Source: an optimization exercise on an open RTL-to-GDS flow (aim: small area and a short achievable clock period). Production flows keep margins and buffers that such runs may drop.
No run shown here included a check of the RTL's function; only the layout flow was run.

==> flow/design.v (outline; a module is shown in full before it is edited, if it fits) <==
// module cordic: 3125 lines
module cordic (
    input  wire                     clk,
    input  wire                     rst,
    input  wire                     valid_i,
    input  wire signed [16:0] x_i,
    input  wire signed [16:0] y_i,
    output wire                     valid_o,
    output wire signed [16:0] x_o,
    output wire signed [16:0] y_o
    );
  // ...
==> flow/run.sh <==
#!/bin/bash
# synth_recipe.tcl (not shown) runs the flow's synth.tcl, then flattens the netlist and writes it again
# the make line also repeats each setting of config.mk as NAME=value (left out here)
make -C /OpenROAD-flow-scripts/flow DESIGN_CONFIG=/design/flow/config.mk WORK_HOME=/design/flow/orfs CLKGATE_MAP_FILE= SYNTH_SCRIPT=/design/flow/synth_recipe.tcl finish
==> flow/config.mk <==
export PLATFORM = sky130hd
export DESIGN_NAME = cordic
export DESIGN_NICKNAME = cordic
export VERILOG_FILES = /design/flow/design.v
export SDC_FILE = /design/flow/constraint.sdc
export NUM_CORES = 4
export LEC_CHECK = 0
export CAP_MARGIN = 20
export CORE_MARGIN = 2
export CORE_UTILIZATION = 40
export SETUP_SLACK_MARGIN = 2.0
export SLEW_MARGIN = 20
==> flow/constraint.sdc <==
create_clock -name core_clock -period 4.6 [get_ports {clk}]
set_input_delay 0.9200 -clock core_clock [delete_from_list [all_inputs] [get_ports {clk}]]
set_output_delay 0.9200 -clock core_clock [all_outputs]
set_load 0.01 [all_outputs]
==> run_results.csv, run 1 <==
group,metric,value,unit
setup_path,r2r_start,"y11[1]$_DFF_P_",
global_routing,use_met1,0.303,
clock_network,clock_tree.root_cell,"sky130_fd_sc_hd__clkbuf_16",
global_routing,grt_first_pass_wirelength,201000,um
floorplan,rows,122,
global_routing,globalRouteMet3Util,0.0234,
hold_path,worstHoldEndpoint,"vp[14]$_SDFF_PP0_",
global_routing,number_of_global_route_vias_before_repair,37400,
outcome,outcome,"complete, no violations",
layout,nets,6333,
detailed_routing,first_pass_iteration_count_of_the_detailed_router,7,
sta,rsz0062_at_grt,"yes",
clock_network,h-tree-depth,3,
floorplan,die_h,337,um
layout,buffer_area_frac,0.109,
yosys,syn-cell-area,0.0442,mm2
clock_network,clock_latency_on_the_worst_skew_pair,0.64,ns
layout,layout_common_cells,"sky130_fd_sc_hd__xor2_1 (527), sky130_fd_sc_hd__xnor2_1 (439), sky130_fd_sc_hd__buf_4 (396)",
setup_path,start_kind,"flip-flop",
detailed_routing,route.final.wire_length,129000,um
yosys,async_reset_ff_frac,0,
floorplan,core_region_area,0.110,mm2
yosys,yosys-mux-area-fraction,0.0258,
yosys,synth_xor_xnor_area_share,0.200,
yosys,largest_family_of_logic_cells_by_synthesized_area,"XOR/XNOR gates",
placement,numPlacedInstances,6678,
layout,layout.clock.cell_area_share,0.0389,
detailed_routing,route.met3.wl,5470,um
setup_path,ff2ff_setup_slack,1.16,ns
clock_network,clock_tree_from_tritoncts,"built",
layout,n_all_buffers,665,
placement,place_congestion,0.864,
global_routing,maximum_number_of_pins_on_one_net_before_global_route_repair,35,
placement,placement.cell_area,0.0467,mm2
yosys,synth_edf_count,0,
==> inputs of run 2 (changes only) <==
--- a/flow/design.v
+++ b/flow/design.v
@@ -214,19 +214,17 @@
     assign nx0[9] = nx0_p[10] ^ nx0_G5_9;
     assign nx0[10] = nx0_p[11] ^ nx0_G6_10;
     assign nx0[11] = nx0_p[12] ^ nx0_G4_11;
     assign nx0[12] = nx0_p[13] ^ nx0_G6_12;
     assign nx0[13] = nx0_p[14] ^ nx0_G5_13;
     assign nx0[14] = nx0_p[15] ^ nx0_G6_14;
     assign nx0[15] = nx0_p[16] ^ nx0_G3_15;
     assign nx0[16] = nx0_p[17] ^ nx0_G6_16;
-    wire zs0 = ~|t0;
-    wire za0 = ~t0[0] & ~|(t0[16:1] ^ (y0[15:0] | xs0[15:0]));
-    wire nz0 = d0 ? ~zs0 : ~za0;
+    wire nz0 = |ny0[15:0];
     reg [16:0] x1, y1;
     reg        d1;
     always @(posedge clk) begin
         x1 <= nx0;
         y1 <= ny0;
         d1 <= ~ny0[16] & nz0;
     end
     wire [16:0] xs1, ys1, t1, u1;
@@ -421,19 +419,17 @@
     assign nx1[9] = nx1_p[10] ^ nx1_G5_9;
     assign nx1[10] = nx1_p[11] ^ nx1_G6_10;
     assign nx1[11] = nx1_p[12] ^ nx1_G4_11;
     assign nx1[12] = nx1_p[13] ^ nx1_G6_12;
     assign nx1[13] = nx1_p[14] ^ nx1_G5_13;
     assign nx1[14] = nx1_p[15] ^ nx1_G6_14;
     assign nx1[15] = nx1_p[16] ^ nx1_G3_15;
     assign nx1[16] = nx1_p[17] ^ nx1_G6_16;
-    wire zs1 = ~|t1;
-    wire za1 = ~t1[0] & ~|(t1[16:1] ^ (y1[15:0] | xs1[15:0]));
-    wire nz1 = d1 ? ~zs1 : ~za1;
+    wire nz1 = |ny1[15:0];
     reg [16:0] x2, y2;
     reg        d2;
     always @(posedge clk) begin
         x2 <= nx1;
         y2 <= ny1;
         d2 <= ~ny1[16] & nz1;
     end
     wire [16:0] xs2, ys2, t2, u2;
@@ -628,19 +624,17 @@
     assign nx2[9] = nx2_p[10] ^ nx2_G5_9;
     assign nx2[10] = nx2_p[11] ^ nx2_G6_10;
     assign nx2[11] = nx2_p[12] ^ nx2_G4_11;
     assign nx2[12] = nx2_p[13] ^ nx2_G6_12;
     assign nx2[13] = nx2_p[14] ^ nx2_G5_13;
     assign nx2[14] = nx2_p[15] ^ nx2_G6_14;
     assign nx2[15] = nx2_p[16] ^ nx2_G3_15;
     assign nx2[16] = nx2_p[17] ^ nx2_G6_16;
-    wire zs2 = ~|t2;
-    wire za2 = ~t2[0] & ~|(t2[16:1] ^ (y2[15:0] | xs2[15:0]));
-    wire nz2 = d2 ? ~zs2 : ~za2;
+    wire nz2 = |ny2[15:0];
     reg [16:0] x3, y3;
     reg        d3;
     always @(posedge clk) begin
         x3 <= nx2;
         y3 <= ny2;
         d3 <= ~ny2[16] & nz2;
     end
     wire [16:0] xs3, ys3, t3, u3;
@@ -835,19 +829,17 @@
     assign nx3[9] = nx3_p[10] ^ nx3_G5_9;
     assign nx3[10] = nx3_p[11] ^ nx3_G6_10;
     assign nx3[11] = nx3_p[12] ^ nx3_G4_11;
     assign nx3[12] = nx3_p[13] ^ nx3_G6_12;
     assign nx3[13] = nx3_p[14] ^ nx3_G5_13;
     assign nx3[14] = nx3_p[15] ^ nx3_G6_14;
     assign nx3[15] = nx3_p[16] ^ nx3_G3_15;
     assign nx3[16] = nx3_p[17] ^ nx3_G6_16;
-    wire zs3 = ~|t3;
-    wire za3 = ~t3[0] & ~|(t3[16:1] ^ (y3[15:0] | xs3[15:0]));
-    wire nz3 = d3 ? ~zs3 : ~za3;
+    wire nz3 = |ny3[15:0];
     reg [16:0] x4, y4;
     reg        d4;
     always @(posedge clk) begin
         x4 <= nx3;
         y4 <= ny3;
         d4 <= ~ny3[16] & nz3;
     end
     wire [16:0] xs4, ys4, t4, u4;
@@ -1042,19 +1034,17 @@
     assign nx4[9] = nx4_p[10] ^ nx4_G5_9;
     assign nx4[10] = nx4_p[11] ^ nx4_G6_10;
     assign nx4[11] = nx4_p[12] ^ nx4_G4_11;
     assign nx4[12] = nx4_p[13] ^ nx4_G6_12;
     assign nx4[13] = nx4_p[14] ^ nx4_G5_13;
     assign nx4[14] = nx4_p[15] ^ nx4_G6_14;
     assign nx4[15] = nx4_p[16] ^ nx4_G3_15;
     assign nx4[16] = nx4_p[17] ^ nx4_G6_16;
-    wire zs4 = ~|t4;
-    wire za4 = ~t4[0] & ~|(t4[16:1] ^ (y4[15:0] | xs4[15:0]));
-    wire nz4 = d4 ? ~zs4 : ~za4;
+    wire nz4 = |ny4[15:0];
     reg [16:0] x5, y5;
     reg        d5;
     always @(posedge clk) begin
         x5 <= nx4;
         y5 <= ny4;
         d5 <= ~ny4[16] & nz4;
     end
     wire [16:0] xs5, ys5, t5, u5;
@@ -1249,19 +1239,17 @@
     assign nx5[9] = nx5_p[10] ^ nx5_G5_9;
     assign nx5[10] = nx5_p[11] ^ nx5_G6_10;
     assign nx5[11] = nx5_p[12] ^ nx5_G4_11;
     assign nx5[12] = nx5_p[13] ^ nx5_G6_12;
     assign nx5[13] = nx5_p[14] ^ nx5_G5_13;
     assign nx5[14] = nx5_p[15] ^ nx5_G6_14;
     assign nx5[15] = nx5_p[16] ^ nx5_G3_15;
     assign nx5[16] = nx5_p[17] ^ nx5_G6_16;
-    wire zs5 = ~|t5;
-    wire za5 = ~t5[0] & ~|(t5[16:1] ^ (y5[15:0] | xs5[15:0]));
-    wire nz5 = d5 ? ~zs5 : ~za5;
+    wire nz5 = |ny5[15:0];
     reg [16:0] x6, y6;
     reg        d6;
     always @(posedge clk) begin
         x6 <= nx5;
         y6 <= ny5;
         d6 <= ~ny5[16] & nz5;
     end
     wire [16:0] xs6, ys6, t6, u6;
@@ -1456,19 +1444,17 @@
     assign nx6[9] = nx6_p[10] ^ nx6_G5_9;
     assign nx6[10] = nx6_p[11] ^ nx6_G6_10;
     assign nx6[11] = nx6_p[12] ^ nx6_G4_11;
     assign nx6[12] = nx6_p[13] ^ nx6_G6_12;
     assign nx6[13] = nx6_p[14] ^ nx6_G5_13;
     assign nx6[14] = nx6_p[15] ^ nx6_G6_14;
     assign nx6[15] = nx6_p[16] ^ nx6_G3_15;
     assign nx6[16] = nx6_p[17] ^ nx6_G6_16;
-    wire zs6 = ~|t6;
-    wire za6 = ~t6[0] & ~|(t6[16:1] ^ (y6[15:0] | xs6[15:0]));
-    wire nz6 = d6 ? ~zs6 : ~za6;
+    wire nz6 = |ny6[15:0];
     reg [16:0] x7, y7;
     reg        d7;
     always @(posedge clk) begin
         x7 <= nx6;
         y7 <= ny6;
         d7 <= ~ny6[16] & nz6;
     end
     wire [16:0] xs7, ys7, t7, u7;
@@ -1663,19 +1649,17 @@
     assign nx7[9] = nx7_p[10] ^ nx7_G5_9;
     assign nx7[10] = nx7_p[11] ^ nx7_G6_10;
     assign nx7[11] = nx7_p[12] ^ nx7_G4_11;
     assign nx7[12] = nx7_p[13] ^ nx7_G6_12;
     assign nx7[13] = nx7_p[14] ^ nx7_G5_13;
     assign nx7[14] = nx7_p[15] ^ nx7_G6_14;
     assign nx7[15] = nx7_p[16] ^ nx7_G3_15;
     assign nx7[16] = nx7_p[17] ^ nx7_G6_16;
-    wire zs7 = ~|t7;
-    wire za7 = ~t7[0] & ~|(t7[16:1] ^ (y7[15:0] | xs7[15:0]));
-    wire nz7 = d7 ? ~zs7 : ~za7;
+    wire nz7 = |ny7[15:0];
     reg [16:0] x8, y8;
     reg        d8;
     always @(posedge clk) begin
         x8 <= nx7;
         y8 <= ny7;
         d8 <= ~ny7[16] & nz7;
     end
     wire [16:0] xs8, ys8, t8, u8;
@@ -1870,19 +1854,17 @@
     assign nx8[9] = nx8_p[10] ^ nx8_G5_9;
     assign nx8[10] = nx8_p[11] ^ nx8_G6_10;
     assign nx8[11] = nx8_p[12] ^ nx8_G4_11;
     assign nx8[12] = nx8_p[13] ^ nx8_G6_12;
     assign nx8[13] = nx8_p[14] ^ nx8_G5_13;
     assign nx8[14] = nx8_p[15] ^ nx8_G6_14;
     assign nx8[15] = nx8_p[16] ^ nx8_G3_15;
     assign nx8[16] = nx8_p[17] ^ nx8_G6_16;
-    wire zs8 = ~|t8;
-    wire za8 = ~t8[0] & ~|(t8[16:1] ^ (y8[15:0] | xs8[15:0]));
-    wire nz8 = d8 ? ~zs8 : ~za8;
+    wire nz8 = |ny8[15:0];
     reg [16:0] x9, y9;
     reg        d9;
     always @(posedge clk) begin
         x9 <= nx8;
         y9 <= ny8;
         d9 <= ~ny8[16] & nz8;
     end
     wire [16:0] xs9, ys9, t9, u9;
@@ -2077,19 +2059,17 @@
     assign nx9[9] = nx9_p[10] ^ nx9_G5_9;
     assign nx9[10] = nx9_p[11] ^ nx9_G6_10;
     assign nx9[11] = nx9_p[12] ^ nx9_G4_11;
     assign nx9[12] = nx9_p[13] ^ nx9_G6_12;
     assign nx9[13] = nx9_p[14] ^ nx9_G5_13;
     assign nx9[14] = nx9_p[15] ^ nx9_G6_14;
     assign nx9[15] = nx9_p[16] ^ nx9_G3_15;
     assign nx9[16] = nx9_p[17] ^ nx9_G6_16;
-    wire zs9 = ~|t9;
-    wire za9 = ~t9[0] & ~|(t9[16:1] ^ (y9[15:0] | xs9[15:0]));
-    wire nz9 = d9 ? ~zs9 : ~za9;
+    wire nz9 = |ny9[15:0];
     reg [16:0] x10, y10;
     reg        d10;
     always @(posedge clk) begin
         x10 <= nx9;
         y10 <= ny9;
         d10 <= ~ny9[16] & nz9;
     end
     wire [16:0] xs10, ys10, t10, u10;
@@ -2284,19 +2264,17 @@
     assign nx10[9] = nx10_p[10] ^ nx10_G5_9;
     assign nx10[10] = nx10_p[11] ^ nx10_G6_10;
     assign nx10[11] = nx10_p[12] ^ nx10_G4_11;
     assign nx10[12] = nx10_p[13] ^ nx10_G6_12;
     assign nx10[13] = nx10_p[14] ^ nx10_G5_13;
     assign nx10[14] = nx10_p[15] ^ nx10_G6_14;
     assign nx10[15] = nx10_p[16] ^ nx10_G3_15;
     assign nx10[16] = nx10_p[17] ^ nx10_G6_16;
-    wire zs10 = ~|t10;
-    wire za10 = ~t10[0] & ~|(t10[16:1] ^ (y10[15:0] | xs10[15:0]));
-    wire nz10 = d10 ? ~zs10 : ~za10;
+    wire nz10 = |ny10[15:0];
     reg [16:0] x11, y11;
     reg        d11;
     always @(posedge clk) begin
         x11 <= nx10;
         y11 <= ny10;
         d11 <= ~ny10[16] & nz10;
     end
     wire [16:0] xs11, ys11, t11, u11;
@@ -2491,19 +2469,17 @@
     assign nx11[9] = nx11_p[10] ^ nx11_G5_9;
     assign nx11[10] = nx11_p[11] ^ nx11_G6_10;
     assign nx11[11] = nx11_p[12] ^ nx11_G4_11;
     assign nx11[12] = nx11_p[13] ^ nx11_G6_12;
     assign nx11[13] = nx11_p[14] ^ nx11_G5_13;
     assign nx11[14] = nx11_p[15] ^ nx11_G6_14;
     assign nx11[15] = nx11_p[16] ^ nx11_G3_15;
     assign nx11[16] = nx11_p[17] ^ nx11_G6_16;
-    wire zs11 = ~|t11;
-    wire za11 = ~t11[0] & ~|(t11[16:1] ^ (y11[15:0] | xs11[15:0]));
-    wire nz11 = d11 ? ~zs11 : ~za11;
+    wire nz11 = |ny11[15:0];
     reg [16:0] x12, y12;
     reg        d12;
     always @(posedge clk) begin
         x12 <= nx11;
         y12 <= ny11;
         d12 <= ~ny11[16] & nz11;
     end
     wire [16:0] xs12, ys12, t12, u12;
@@ -2698,19 +2674,17 @@
     assign nx12[9] = nx12_p[10] ^ nx12_G5_9;
     assign nx12[10] = nx12_p[11] ^ nx12_G6_10;
     assign nx12[11] = nx12_p[12] ^ nx12_G4_11;
     assign nx12[12] = nx12_p[13] ^ nx12_G6_12;
     assign nx12[13] = nx12_p[14] ^ nx12_G5_13;
     assign nx12[14] = nx12_p[15] ^ nx12_G6_14;
     assign nx12[15] = nx12_p[16] ^ nx12_G3_15;
     assign nx12[16] = nx12_p[17] ^ nx12_G6_16;
-    wire zs12 = ~|t12;
-    wire za12 = ~t12[0] & ~|(t12[16:1] ^ (y12[15:0] | xs12[15:0]));
-    wire nz12 = d12 ? ~zs12 : ~za12;
+    wire nz12 = |ny12[15:0];
     reg [16:0] x13, y13;
     reg        d13;
     always @(posedge clk) begin
         x13 <= nx12;
         y13 <= ny12;
         d13 <= ~ny12[16] & nz12;
     end
     wire [16:0] xs13, ys13, t13, u13;
@@ -2905,19 +2879,17 @@
     assign nx13[9] = nx13_p[10] ^ nx13_G5_9;
     assign nx13[10] = nx13_p[11] ^ nx13_G6_10;
     assign nx13[11] = nx13_p[12] ^ nx13_G4_11;
     assign nx13[12] = nx13_p[13] ^ nx13_G6_12;
     assign nx13[13] = nx13_p[14] ^ nx13_G5_13;
     assign nx13[14] = nx13_p[15] ^ nx13_G6_14;
     assign nx13[15] = nx13_p[16] ^ nx13_G3_15;
     assign nx13[16] = nx13_p[17] ^ nx13_G6_16;
-    wire zs13 = ~|t13;
-    wire za13 = ~t13[0] & ~|(t13[16:1] ^ (y13[15:0] | xs13[15:0]));
-    wire nz13 = d13 ? ~zs13 : ~za13;
+    wire nz13 = |ny13[15:0];
     reg [16:0] x14, y14;
     reg        d14;
     always @(posedge clk) begin
         x14 <= nx13;
         y14 <= ny13;
         d14 <= ~ny13[16] & nz13;
     end
     wire [16:0] xs14, ys14, t14, u14;
==> run 2 against run 1 <==
Net effect: synthesized area decreased by 12%; synthesized cell count is 12% lower; clock-buffer cell count decreased by 2; critical path type unchanged.
==> run_results.csv, run 2 <==
group,metric,value,unit
outcome,outcome,"complete, no violations",
yosys,post_synth_fa_ha_maj_area_fraction,0.0996,
clock_network,clock_tree_from_tritoncts,"built",
floorplan,die_x,316,um
yosys,synth_compound_gate_area_share,0.191,
yosys,number_of_distinct_standard_cells_referenced_by_the_synthesized_netlist,85,
yosys,synth.net_count,5067,
sta,worst_slew_pin_slew,1.33,ns
yosys,yosys_register_bits,574,
layout,fillers,8406,
placement,place_congestion,0.870,
global_routing,global_route.usage.total,0.212,
placement,placement.cell_area,0.0410,mm2
placement,io_buffer_count,71,
detailed_routing,vias_per_cell,5.52,
clock_network,h-tree-depth,3,
yosys,synthDominantCellAreaShare,0.296,
detailed_routing,drt_first_iter_violations,2113,
setup_path,critical_path.cell_chain,"ha_4, nand4_1, o311ai_2, a21o_1, a221o_1, a221o_1, a221o_1, a221o_1, a221o_1, ha_4, nor3_4, nand3_2, nor4_2, a21oi_1",
yosys,largest_family_of_logic_cells_by_synthesized_area,"compound AO/OA/AOI/OAI gates",
global_routing,number_of_global_route_vias_before_repair,32600,
layout,final_cell_utilization_of_the_core,0.542,
detailed_routing,first_pass_iteration_count_of_the_detailed_router,7,
global_routing,maximum_number_of_pins_on_one_net_before_global_route_repair,34,
yosys,yosys-mux-area-fraction,0.00647,
yosys,yosys_most_used_dff,"sky130_fd_sc_hd__dfxtp_1",
yosys,synth_edf_count,0,
layout,nets,5276,
yosys,ys_seq_area_frac,0.296,
setup_path,setup.worst_path.end_class,"flip-flop",
clock_network,worst_case_clock_buffer_depth,3,
layout,area.growth.synth_to_final,34.7,%
yosys,syn-cell-area,0.0388,mm2
setup_path,critical_path.max_fanout,4,
sta,finalHoldViolCount,0,
yosys,postSynthAreaPerCell,8.14,um2
setup_path,cp_top_family,"compound AO/OA/AOI/OAI gates",
global_routing,antenna_found_initial,0,
sta,timing.max_slew.rel_slack,0.110,
yosys,synth_top_cells_by_count,"sky130_fd_sc_hd__xnor2_1 (602), sky130_fd_sc_hd__dfxtp_1 (574), sky130_fd_sc_hd__a21oi_1 (465), sky130_fd_sc_hd__nand2_1 (289), sky130_fd_sc_hd__clkbuf_1 (279)",
setup_path,worst-path-buf-inv,0,
yosys,synth_xor_xnor_area_share,0.191,
yosys,synth_top_cell_by_area,"sky130_fd_sc_hd__dfxtp_1",
detailed_routing,route.final.wire_length,112000,um
yosys,yosysMostFrequentCell,"sky130_fd_sc_hd__xnor2_1",
sta,post-route-period-util,0.790,
yosys,async_reset_ff_frac,0,
clock_network,cts_made_buffers,66,
layout,finish.instance_area,0.0523,mm2
global_routing,grt_overflow_total,0,
sta,timing.setup.tns,0,ns
sta,setup_viol_count_final,0,
clock_network,clock_latency_on_the_worst_skew_pair,0.63,ns
floorplan,num_io_pins,72,
clock_network,worst_setup_hold_path_clk_slew,0.06,ns
layout,insertedDiodeCount,0,
detailed_routing,num_vias,34800,
clock_network,clock_tree.root_cell,"sky130_fd_sc_hd__clkbuf_16",
placement,dp_hpwl,75600,um
setup_path,worstSetupPathType,"flip-flop to flip-flop",
floorplan,start_util,0.403,
detailed_routing,drt-wirelength-per-cell,17.8,um
sta,fin_skew,0.0231,ns
layout,layout.cells.most_common,"sky130_fd_sc_hd__xnor2_1",
floorplan,die_h,316,um
setup_path,start_kind,"flip-flop",
detailed_routing,detail-route-antenna-nets,0,
yosys,synthTopCellsByArea,"sky130_fd_sc_hd__dfxtp_1 (30%), sky130_fd_sc_hd__xnor2_1 (14%), sky130_fd_sc_hd__ha_1 (8.1%)",
detailed_routing,drt_drc_violations_left,0,
yosys,syn-instance-count,4772,
sta,rsz0062_at_grt,"yes",
yosys,synth_simple_gate_area_share,0.159,
floorplan,core_region_area,0.0964,mm2
global_routing,grt_first_pass_wirelength,173000,um
job,cap_violations,0,
hold_path,min_path_type,"flip-flop to flip-flop",
sta,slew_viol_final,0,
layout,layout_common_cells,"sky130_fd_sc_hd__xnor2_1 (496), sky130_fd_sc_hd__dfxtp_1 (359), sky130_fd_sc_hd__buf_4 (321)",
sta,maxClockFrequency,275,MHz
layout,final_layout_size_suffix_gt1_frac,0.338,
sta,final.min_clock_period,3.63,ns
setup_path,slowest_delay,0.36,ns
yosys,yosys_warnings,1,
setup_path,cpMaxStageDelayCell,"sky130_fd_sc_hd__dfxtp_4",
setup_path,worst-endpoint-required,5.09,ns
setup_path,timing.critical_path.mode_cell,"sky130_fd_sc_hd__a221o_1",
floorplan,rows,114,
setup_path,arrival_worst_endpoint,4.12,ns
floorplan,die_area,0.0996,mm2
clock_network,cts.sinks,574,
[run 2: worst reg2reg max path, stage by stage, from the launching register on]
cell                       delay (ns)
sky130_fd_sc_hd__dfxtp_4         0.36
sky130_fd_sc_hd__ha_4            0.26
sky130_fd_sc_hd__nand4_1         0.12
sky130_fd_sc_hd__o311ai_2        0.11
sky130_fd_sc_hd__a21o_1          0.19
sky130_fd_sc_hd__a221o_1         0.34
sky130_fd_sc_hd__a221o_1         0.35
sky130_fd_sc_hd__a221o_1         0.35
sky130_fd_sc_hd__a221o_1         0.32
sky130_fd_sc_hd__a221o_1         0.34
sky130_fd_sc_hd__ha_4            0.24
sky130_fd_sc_hd__nor3_4          0.16
sky130_fd_sc_hd__nand3_2         0.10
sky130_fd_sc_hd__nor4_2          0.18
sky130_fd_sc_hd__a21oi_1         0.10
[run 2: cell families after synthesis]
family	count (synthesis)
AOI/OAI and AO/OA	1211
xor gates and xnor gates	845
adders and majority gates	316
buffers and inverters	584
DFF	574
muxes	24
and+or+nand+nor	1218
[run 2: cell type report]
type	count	area, um2	area share
Timing Repair Buffer	496	4690	0.0897
Clock buffer	92	1940	0.0372
Inverter	229	896	0.0171
Tap cell	1276	1600	0.0305
Clock inverter	22	279	0.00533
Multi-Input combinational cell	3614	30800	0.590
Sequential cell	574	12100	0.231
[run 2: through the flow]
step	hold slack, ns	cells	setup slack [ns]
finish	0.433	6303	0.968
detailed placement	0.424	5813	0.785
CTS	0.437	6188	0.993
global route	0.462	6303	0.793
floorplan	0.414	4772	1.24
global placement	0.415	5813	0.845
[run 2: repair_timing]
| item | CTS | global route |
|---|---|---|
| gates resized for setup | 787 | 629 |
| setup buffers | 250 | 114 |
| cloned | 11 | 1 |
| pin swaps | 375 | 330 |
| endpoints found under the setup margin | 246 | 210 |
| hold buffers | 0 | 0 |
[run 2: worst paths after layout]
path	from	endpoint	slack (ns)	cells after the start
max	x0[1]$_DFF_P_	d1$_DFF_P_	0.97	14
min	vp[11]$_SDFF_PP0_	vp[12]$_SDFF_PP0_	0.43	1
max reg2reg	x0[1]$_DFF_P_	d1$_DFF_P_	0.97	14
min reg2reg	vp[11]$_SDFF_PP0_	vp[12]$_SDFF_PP0_	0.43	1
[run 2: routing by layer]
layer | wire length, um | part of all wire | vias to the layer above | GRT usage
met4 | 3310 | 0.029 | 0 | 0.0689
met5 | 0 | 0 | - | 0
li1 | - | - | 17100 | -
met2 | 54600 | 0.49 | 708 | 0.359
met1 | 49900 | 0.45 | 16800 | 0.278
met3 | 4270 | 0.038 | 203 | 0.0271

-- what the ideal ports hide --
Ports are ideal in the flow. The routed layouts listed here were re-timed in OpenROAD. Step 1: set_driving_cell puts a clkbuf_16 on clk and a buf_2 on each other input, an assumption about the parent block. Step 2 times the ports against the registers' clock, not the clock port: input delays grow and output delays shrink by t, the midpoint of the rising clock arrivals with the driver on. Three values: ideal ports, drivers, drivers and shift; two values: the first two.
run | t, ns | setup WS [ns] | hold WS [ns] | cell pins on the clock port's net
run 1 | 0.696 | 1.161 / 1.161 / 1.161 | 0.433 / 0.433 / 0.433 | 1
run 2 | 0.686 | 0.968 / 0.968 / 0.968 | 0.433 / 0.433 / 0.433 | 1
After both steps every run listed still meets setup and hold.
